Context: an optimization exercise on an open-source flow, tuned for small area. The choices shown serve that exercise and are no tape-out recipe.
Function was checked by simulation only, so behaviour that the tests miss may differ from the original.
Power is estimated from default activity; no workload was simulated.

**design/flow/config.mk**
```make
export PLATFORM = sky130hd
export DESIGN_NAME = Oven
export DESIGN_NICKNAME = Oven
export VERILOG_FILES = /design/flow/design.v
export SDC_FILE = /design/flow/constraint.sdc
export NUM_CORES = 4
export LEC_CHECK = 0
export CAP_MARGIN = 20
export CORE_MARGIN = 2
export CORE_UTILIZATION = 40
export SLEW_MARGIN = 20
```
**design/flow/run.sh**
```bash
#!/bin/bash
# synth_recipe.tcl (not shown) runs the flow's synth.tcl, then flattens the netlist and writes it again
# the make line also repeats each setting of config.mk as NAME=value (left out here)
make -C /OpenROAD-flow-scripts/flow DESIGN_CONFIG=/design/flow/config.mk WORK_HOME=/design/flow/orfs CLKGATE_MAP_FILE= SYNTH_SCRIPT=/design/flow/synth_recipe.tcl finish
```
**design/flow/constraint.sdc**
```tcl
create_clock -name core_clock -period 150.0 [get_ports {clk}]
set_input_delay 30.0000 -clock core_clock [delete_from_list [all_inputs] [get_ports {clk}]]
set_output_delay 30.0000 -clock core_clock [all_outputs]
set_load 0.01 [all_outputs]
```
**design/flow/design.v**
```verilog
module Oven (input ON_OFF_INPUT,
			 input UP,
			 input DOWN,
			 input SW9,
			 input SW8,
			 input clk, 
			 input rst,					 
			 output reg ON_OFF_OUTPUT,	 
			 output reg READY,			 
			 output reg DONE,				 
			 output reg [7:0] HEX0,
			 output reg [7:0] HEX1,
			 output reg [7:0] HEX2,
			 output reg [7:0] HEX3
			);
	reg [11:0] kitchen_clock;			 
	reg [11:0] kitchen_timer;			 
	parameter ROOM_TEMP = 65;
	parameter DEFAULT_TEMP = 300;
	parameter MAX_TEMP = 500;
	reg [8:0] oven_temp;			 
	reg [8:0] preheat_temp;	 
	reg decrease_temp;
	reg one_sec_clk;
	parameter ONE_SEC = 48;
	reg [$clog2(ONE_SEC+2)-1:0] one_sec_count;
	wire one_sec_tick = (one_sec_count > ONE_SEC) && (one_sec_clk == 0);
	always @ (posedge clk) begin
		if (rst) begin
			one_sec_count <= 0;
			one_sec_clk <= 0;
		end
		else if (one_sec_count <= ONE_SEC) one_sec_count <= one_sec_count + 1;
		else begin
			one_sec_count <= 0;
			one_sec_clk <= ~one_sec_clk;
		end
	end
	reg new_clk;
	parameter MAX_COUNT = 10;
	reg [$clog2(MAX_COUNT+2)-1:0] count;
	wire new_tick = (count > MAX_COUNT) && (new_clk == 0);
	always @ (posedge clk) begin
		if (rst) begin
			count <= 0;
			new_clk <= 0;
		end
		else if (count <= MAX_COUNT) count <= count + 1;
		else begin
			count <= 0;
			new_clk <= ~new_clk;
		end
	end
	localparam OFF = 0, PREHEAT = 1, MAINTAIN = 2;
	reg [1:0] current_oven_state, next_oven_state;
	localparam SHOW_CLOCK = 0, SHOW_TEMP = 1, SET_TIMER = 2, SET_TEMP = 3;
	reg [1:0] current_display_state, next_display_state;
	localparam NONE = 0, INCREASE_TIMER = 1, DECREASE_TIMER = 2, INCREASE_TEMP = 3, DECREASE_TEMP = 4;
	reg [2:0] current_increase_decrease_state, next_increase_decrease_state;
	always @ (*) begin
		next_display_state = current_display_state;
		next_increase_decrease_state = NONE;
		next_oven_state = current_oven_state;
		case (current_oven_state)
			OFF: if (ON_OFF_INPUT == 1) next_oven_state = PREHEAT;
			PREHEAT: begin
				if (ON_OFF_INPUT == 0) next_oven_state = OFF;
				else if (oven_temp < preheat_temp + 1 && oven_temp > preheat_temp - 1) next_oven_state = MAINTAIN;
			end
			MAINTAIN: begin
				if (ON_OFF_INPUT == 0) next_oven_state = OFF;
				else if (oven_temp > preheat_temp + 1 || oven_temp < preheat_temp - 1) next_oven_state = PREHEAT;
			end
		endcase
		if (SW9 == 0 && SW8 == 0) next_display_state = SHOW_CLOCK;
		if (SW9 == 0 && SW8 == 1) next_display_state = SHOW_TEMP;
		if (SW9 == 1 && SW8 == 0) next_display_state = SET_TIMER;
		if (SW9 == 1 && SW8 == 1) next_display_state = SET_TEMP;
		if (SW9 == 1 && SW8 == 0) begin
			if (~UP) next_increase_decrease_state = INCREASE_TIMER;
			else if (~DOWN) next_increase_decrease_state = DECREASE_TIMER;
			else next_increase_decrease_state = NONE;
		end
		if (SW9 == 1 && SW8 == 1) begin
			if (~UP) next_increase_decrease_state = INCREASE_TEMP;
			else if (~DOWN) next_increase_decrease_state = DECREASE_TEMP;
			else next_increase_decrease_state = NONE;
		end
		if (SW9 == 0) next_increase_decrease_state = NONE;
	end
	always @ (posedge clk) begin
		if (rst) begin
			current_oven_state <= OFF;
			current_display_state <= SHOW_CLOCK;
			current_increase_decrease_state <= NONE;
		end
		else if (new_tick) begin
			current_oven_state <= next_oven_state;
			current_display_state <= next_display_state;
			current_increase_decrease_state <= next_increase_decrease_state;
		end
	end
	always @ (posedge clk) begin
		if (rst) begin
			kitchen_clock <= 0;
			kitchen_timer <= 0;
			oven_temp <= ROOM_TEMP;
			preheat_temp <= DEFAULT_TEMP;
			decrease_temp <= 0;
			ON_OFF_OUTPUT <= 0;
			READY <= 0;
			DONE <= 0;
		end
		else if (one_sec_tick) begin
		kitchen_clock <= kitchen_clock + 1;
		if (kitchen_timer > 0 && READY == 1) kitchen_timer <= kitchen_timer - 1;
		case (current_increase_decrease_state)
			INCREASE_TIMER: if (kitchen_timer <= 3570) kitchen_timer <= kitchen_timer + 30;
			DECREASE_TIMER: if (kitchen_timer >= 30) kitchen_timer <= kitchen_timer - 30;
			INCREASE_TEMP: if (preheat_temp <= 450) preheat_temp <= preheat_temp + 50;
			DECREASE_TEMP: if (preheat_temp >= 150) preheat_temp <= preheat_temp - 50;
		endcase
		case (current_oven_state)
			PREHEAT: begin
				ON_OFF_OUTPUT <= 1;
				READY <= 0;
				if (oven_temp < preheat_temp - 1) oven_temp <= oven_temp + 2;
				else begin
					if (decrease_temp == 0) decrease_temp <= 1;
					else begin
						oven_temp <= oven_temp - 1;
						decrease_temp <= 0;
					end
				end
			end
			MAINTAIN: begin
				ON_OFF_OUTPUT <= 1;
				READY <= 1;
				if (kitchen_timer == 0) DONE <= 1;
				else DONE <= 0;
				if (oven_temp == preheat_temp - 1) oven_temp <= oven_temp + 2;
				else begin
					if (decrease_temp == 0) decrease_temp <= 1;
					else begin
						oven_temp <= oven_temp - 1;
						decrease_temp <= 0;
					end
				end
			end
			OFF: begin
				ON_OFF_OUTPUT <= 0;
				READY <= 0;
				if (oven_temp > ROOM_TEMP) begin
					if (decrease_temp == 0) decrease_temp <= 1;
					else begin
						oven_temp <= oven_temp - 1;
						decrease_temp <= 0;
					end
				end
			end
		endcase			
		end
	end
	reg [1:0] display_setting;
	reg [3:0] H3;
	reg [3:0] H2;
	reg [3:0] H1;
	reg [3:0] H0;
	always @ (*) begin
		case (current_display_state)
			SHOW_CLOCK: display_setting = 0;
			SHOW_TEMP: display_setting = 1;
			SET_TIMER: display_setting = 2;
			SET_TEMP: display_setting = 3;
		endcase
	end
	always @ (*) begin
		H3 = 0;
		H2 = 0;
		H1 = 0;
		H0 = 0;
		HEX3 = 0;
		HEX2 = 0;
		HEX1 = 0;
		HEX0 = 0;
		if (display_setting == 0 || display_setting == 2) begin
			if (display_setting  == 0) begin
				H3 = (kitchen_clock / 60) / 10;
				H2 = (kitchen_clock / 60) - (H3 * 10);
				H1 = (kitchen_clock % 60) / 10;
				H0 = (kitchen_clock % 60) - (H1 * 10);
			end
			if (display_setting == 2) begin
				H3 = (kitchen_timer / 60) / 10;
				H2 = (kitchen_timer / 60) - (H3 * 10);
				H1 = (kitchen_timer % 60) / 10;
				H0 = (kitchen_timer % 60) - (H1 * 10);
			end
			case (H3)
				0: HEX3 = 8'b11000000;			 
				1: HEX3 = 8'b11111001;			 
				2: HEX3 = 8'b10100100;			 
				3: HEX3 = 8'b10110000;			 
				4: HEX3 = 8'b10011001;			 
				5: HEX3 = 8'b10010010;			 
				6: HEX3 = 8'b10000010;			 
				7: HEX3 = 8'b11111000;			 
				8: HEX3 = 8'b10000000;			 
				9: HEX3 = 8'b10010000;			 
				default: HEX3 = 8'b10111111;	 
			endcase
			case (H2)
				0: HEX2 = 8'b01000000;			 
				1: HEX2 = 8'b01111001;			 
				2: HEX2 = 8'b00100100;			 
				3: HEX2 = 8'b00110000;			 
				4: HEX2 = 8'b00011001;			 
				5: HEX2 = 8'b00010010;			 
				6: HEX2 = 8'b00000010;			 
				7: HEX2 = 8'b01111000;			 
				8: HEX2 = 8'b00000000;			 
				9: HEX2 = 8'b00010000;			 
				default: HEX2 = 8'b00111111;	 
			endcase
			case (H1)
				0: HEX1 = 8'b11000000;			 
				1: HEX1 = 8'b11111001;			 
				2: HEX1 = 8'b10100100;			 
				3: HEX1 = 8'b10110000;			 
				4: HEX1 = 8'b10011001;			 
				5: HEX1 = 8'b10010010;			 
				6: HEX1 = 8'b10000010;			 
				7: HEX1 = 8'b11111000;			 
				8: HEX1 = 8'b10000000;			 
				9: HEX1 = 8'b10010000;			 
				default: HEX1 = 8'b10111111;	 
			endcase
			case (H0)
				0: HEX0 = 8'b11000000;			 
				1: HEX0 = 8'b11111001;			 
				2: HEX0 = 8'b10100100;			 
				3: HEX0 = 8'b10110000;			 
				4: HEX0 = 8'b10011001;			 
				5: HEX0 = 8'b10010010;			 
				6: HEX0 = 8'b10000010;			 
				7: HEX0 = 8'b11111000;			 
				8: HEX0 = 8'b10000000;			 
				9: HEX0 = 8'b10010000;			 
				default: HEX0 = 8'b10111111;	 
			endcase
		end
		if (display_setting == 1 || display_setting == 3) begin
			if (display_setting == 1) begin
				H1 = oven_temp % 10;
				H2 = ((oven_temp - H1) % 100) / 10;
				H3 = ((oven_temp - H1) - H2 * 10) / 100;
			end
			if (display_setting == 3) begin
				H1 = preheat_temp % 10;
				H2 = ((preheat_temp - H1) % 100) / 10;
				H3 = ((preheat_temp - H1) - H2 * 10) / 100;
			end
			case (H3)
				0: HEX3 = 8'b11000000;			 
				1: HEX3 = 8'b11111001;			 
				2: HEX3 = 8'b10100100;			 
				3: HEX3 = 8'b10110000;			 
				4: HEX3 = 8'b10011001;			 
				5: HEX3 = 8'b10010010;			 
				6: HEX3 = 8'b10000010;			 
				7: HEX3 = 8'b11111000;			 
				8: HEX3 = 8'b10000000;			 
				9: HEX3 = 8'b10010000;			 
				default: HEX3 = 8'b10111111;	 
			endcase
			case (H2)
				0: HEX2 = 8'b11000000;			 
				1: HEX2 = 8'b11111001;			 
				2: HEX2 = 8'b10100100;			 
				3: HEX2 = 8'b10110000;			 
				4: HEX2 = 8'b10011001;			 
				5: HEX2 = 8'b10010010;			 
				6: HEX2 = 8'b10000010;			 
				7: HEX2 = 8'b11111000;			 
				8: HEX2 = 8'b10000000;			 
				9: HEX2 = 8'b10010000;			 
				default: HEX2 = 8'b10111111;	 
			endcase
			case (H1)
				0: HEX1 = 8'b11000000;			 
				1: HEX1 = 8'b11111001;			 
				2: HEX1 = 8'b10100100;			 
				3: HEX1 = 8'b10110000;			 
				4: HEX1 = 8'b10011001;			 
				5: HEX1 = 8'b10010010;			 
				6: HEX1 = 8'b10000010;			 
				7: HEX1 = 8'b11111000;			 
				8: HEX1 = 8'b10000000;			 
				9: HEX1 = 8'b10010000;			 
				default: HEX1 = 8'b10111111;	 
			endcase
			HEX0 = 8'b10001110;
		end
	end
endmodule
```
==> notes.md <==
[cell type report]
class                      instances  area (sq um)
clock buffer                       9           225
inverter                         149           562
clock inverter                     7           104
sequential                        64          1280
multi-input combinational       2210         15000
timing repair buffer              54           498
tap                              585           732
fill                            4472         24600
[critical path, delay by kind of cell, from the launching register on]
kind / cells / cell delay (ns)
AOI/OAI and AO/OA: 30 / 8.92
and+or+nand+nor: 16 / 3.88
adders and majority gates: 7 / 2.11
xor gates and xnor gates: 3 / 1.36
buffers and inverters: 5 / 1.32
DFF: 1 / 0.68
[final timing paths]
kind	start	endpoint	slack (ns)	cells after the start
max reg2reg	preheat_temp[1]	oven_temp[6]	145.86	16
min reg2reg	new_clk	new_clk	0.45	2
min	new_clk	new_clk	0.45	2
max	oven_temp[2]	HEX3[4]	101.38	61
[placed cells by master (no fill, tap or decap), types with 14 or more instances in the layout]
| master | instances |
|---|---|
| nor2_1 | 270 |
| nand2_1 | 231 |
| a21oi_1 | 195 |
| o21ai_0 | 165 |
| ha_1 | 143 |
| inv_1 | 136 |
| xnor2_1 | 99 |
| nand3_1 | 76 |
| nor3_1 | 73 |
| dfxtp_1 | 62 |
| a211oi_1 | 49 |
| o211ai_1 | 45 |
| nor2b_1 | 44 |
| nand2b_1 | 42 |
| mux2i_1 | 41 |
| clkdlybuf4s50_1 | 37 |
| and2_1 | 33 |
| a21o_1 | 33 |
| and3_1 | 31 |
| or2_2 | 30 |
| o21a_1 | 30 |
| a31oi_1 | 29 |
| o31ai_1 | 26 |
| or3_1 | 26 |
| xor2_1 | 25 |
| nor4_1 | 23 |
| o22ai_1 | 22 |
| nand4_1 | 21 |
| buf_4 | 17 |
| a22oi_1 | 16 |
| o221ai_1 | 16 |
| o21ai_1 | 15 |
| o311ai_0 | 15 |
| a221oi_1 | 14 |
| a221o_1 | 14 |
[cells by family (layout without fill, tap and decap cells)]
kind of cell / count (synthesis) / in the layout / synth area share
and+or+nand+nor: 986 / 986 / 0.284
AOI/OAI and AO/OA: 881 / 881 / 0.360
buffers and inverters: 283 / 219 / 0.0668
adders and majority gates: 158 / 158 / 0.117
xor gates and xnor gates: 125 / 125 / 0.0634
DFF: 64 / 64 / 0.0737
muxes: 57 / 57 / 0.0354
other: 1 / 3 / 0.000216
[sequential cells by signal, summed over array words and instances (netlist names), 2 cells and up]
register	cells
count	4
current_display_state	2
current_increase_decrease_state	3
current_oven_state	2
kitchen_clock	12
kitchen_timer	12
one_sec_count	6
oven_temp	9
preheat_temp	8
[stage by stage]
step | worst slack [ns] | total power [mW] | cell area, sq um | cells | util
floorplan | 105.71 | 0.0192 | 17400 | 2557 | -
global placement | 102.85 | 0.0197 | 18000 | 3062 | 0.420
detailed placement | 102.19 | 0.0198 | 18000 | 3062 | 0.420
CTS | 101.74 | 0.0438 | 18400 | 3078 | 0.427
global route | 99.59 | 0.0448 | 18400 | 3078 | 0.428
finish | 101.38 | 0.0432 | 18400 | 3078 | 0.428
[layer usage]
layer / up-vias / global-route usage / part of all wire
li1: 9393 / - / -
met4: 0 / 0.0593 / 0.021
met2: 656 / 0.403 / 0.48
met3: 84 / 0.0174 / 0.052
met5: - / 0 / 0
met1: 9188 / 0.309 / 0.45
[where the power goes]
part	internal (mW)	switching, mW
Combinational	0.000723	0.00128
Sequential	0.0172	0.000265
Clock	0.0148	0.00903
==> results.yml <==
outcome:
  outcome: "finished clean"
sta:
  finalSetupTns_ns: 0
  clock.fmax_ghz: 0.0206
  finalCritPeriodShare: 0.324
  fin_skew_ns: 0.00676
  tightest_slew_ns: 1.17
  drv_slew: 0
  final-setup-viol-count: 0
  rsz0062_at_grt: "false"
  hold_ws_ns: 0.454
  finalCriticalPeriod_ns: 48.62
  relSlewSlack: 0.215
  hold_violations: 0
yosys:
  synth_common_cells: "nor2_1, nand2_1, a21oi_1"
  synth_area_per_cell_sq_um: 6.81
  yosys_warnings: 1
  synth_seq_area_share: 0.0737
  synth_area_leader_cell: "ha_1"
  synth_area_leaders: "ha_1, dfxtp_1, nor2_1"
  synth_seq_cells: 64
  synth.distinct_cells: 128
  async_flop_share: 0
  ys.flop_type: "dfxtp_1"
  yosys.area.top_type_share: 0.103
  yosysMostFrequentCell: "nor2_1"
  synth_edf_count: 0
  netlist_area_sq_um: 17400
  synth_cells: 2555
clock_tree:
  postCtsSetupRepairBufs: 0
  htree_levels: 3
  path_clk_slew_ns: 0.06
  cts_resized: 0
  clock_sinks: 64
  numCtsBuffers: 9
  tritoncts: "built"
  clk_latency_ns: 0.35
  cts_buffer_depth: 2
  cts_root_buf: "clkbuf_16"
  hold_buffers: 0
grt:
  grt_pass1_vias: 17500
  grt_pass1_wl_um: 88100
  antenna_found_initial: 0
  grt_overflow: 0
  grt_usage: 0.232
  grt_max_degree: 57
floorplan:
  die_h_um: 213
  die_w_um: 213
  dieArea_sq_um: 45200
  core-area_sq_um: 43000
  rows: 76
  initial_core_util: 0.405
  ioPinCount: 42
setup_path:
  required_ns: 120.00
  critPathMaxFanout: 16
  path_class: "reg2out"
  arrival_ns: 18.62
  cpMostUsedCell: "ha_1"
  end_kind: "output pin"
  cpPeakStageDelay_ns: 0.79
  worst_setup_path_start_kind: "flip-flop"
  crit_path_top_delay_cell: "nor2b_1"
power:
  leakage_nw: 7.04
  irDropWorstVdd_uv: 5.17
  power_density_nw_per_um2: 2.35
drt:
  drt_first_pass_iters: 6
  ant_nets: 0
  vias: 19300
  via_per_inst: 6.28
  dr.first_iter.drc_count: 1925
  remaining_drc_errors: 0
  routed_wl_um: 53500
  post_drt_wl_per_cell_um: 17.4
placement:
  io_buffers: 38
  gp_congestion: 0.936
  place_hpwl_um: 40900
cells_and_area:
  drive_gt1_frac: 0.0642
  nets: 2647
  syn2layout_area_growth_pct: 5.68
  diodes: 0
job:
  cap_violations: 0
worst_hold_path:
  min_path_type: "reg2reg"

==> port drivers added, routing unchanged <==
The results above use ideal ports. As a check the final layout listed here was re-extracted and re-timed, cells and wires unchanged.
Step 1 assumes that a clkbuf_16 drives the clock port and a buf_2 every other input.
Step 2 moves the port delays by t, midway between the first and last clock arrival at a register: inputs arrive t later, outputs are due t later. That takes back most of the time a late clock gives input paths.
a / b / c = ideal ports / drivers / drivers and shift; a / b = the first two.
t, ns: 0.396
setup slack, ns: 101.381 / 101.332 / 101.728
worst register clock-pin slew, ns: 0.06 / 0.06
After both steps setup and hold are still met in this run. The setup slack of this run moves by -0.049 ns with the drivers and by +0.347 ns with both steps.
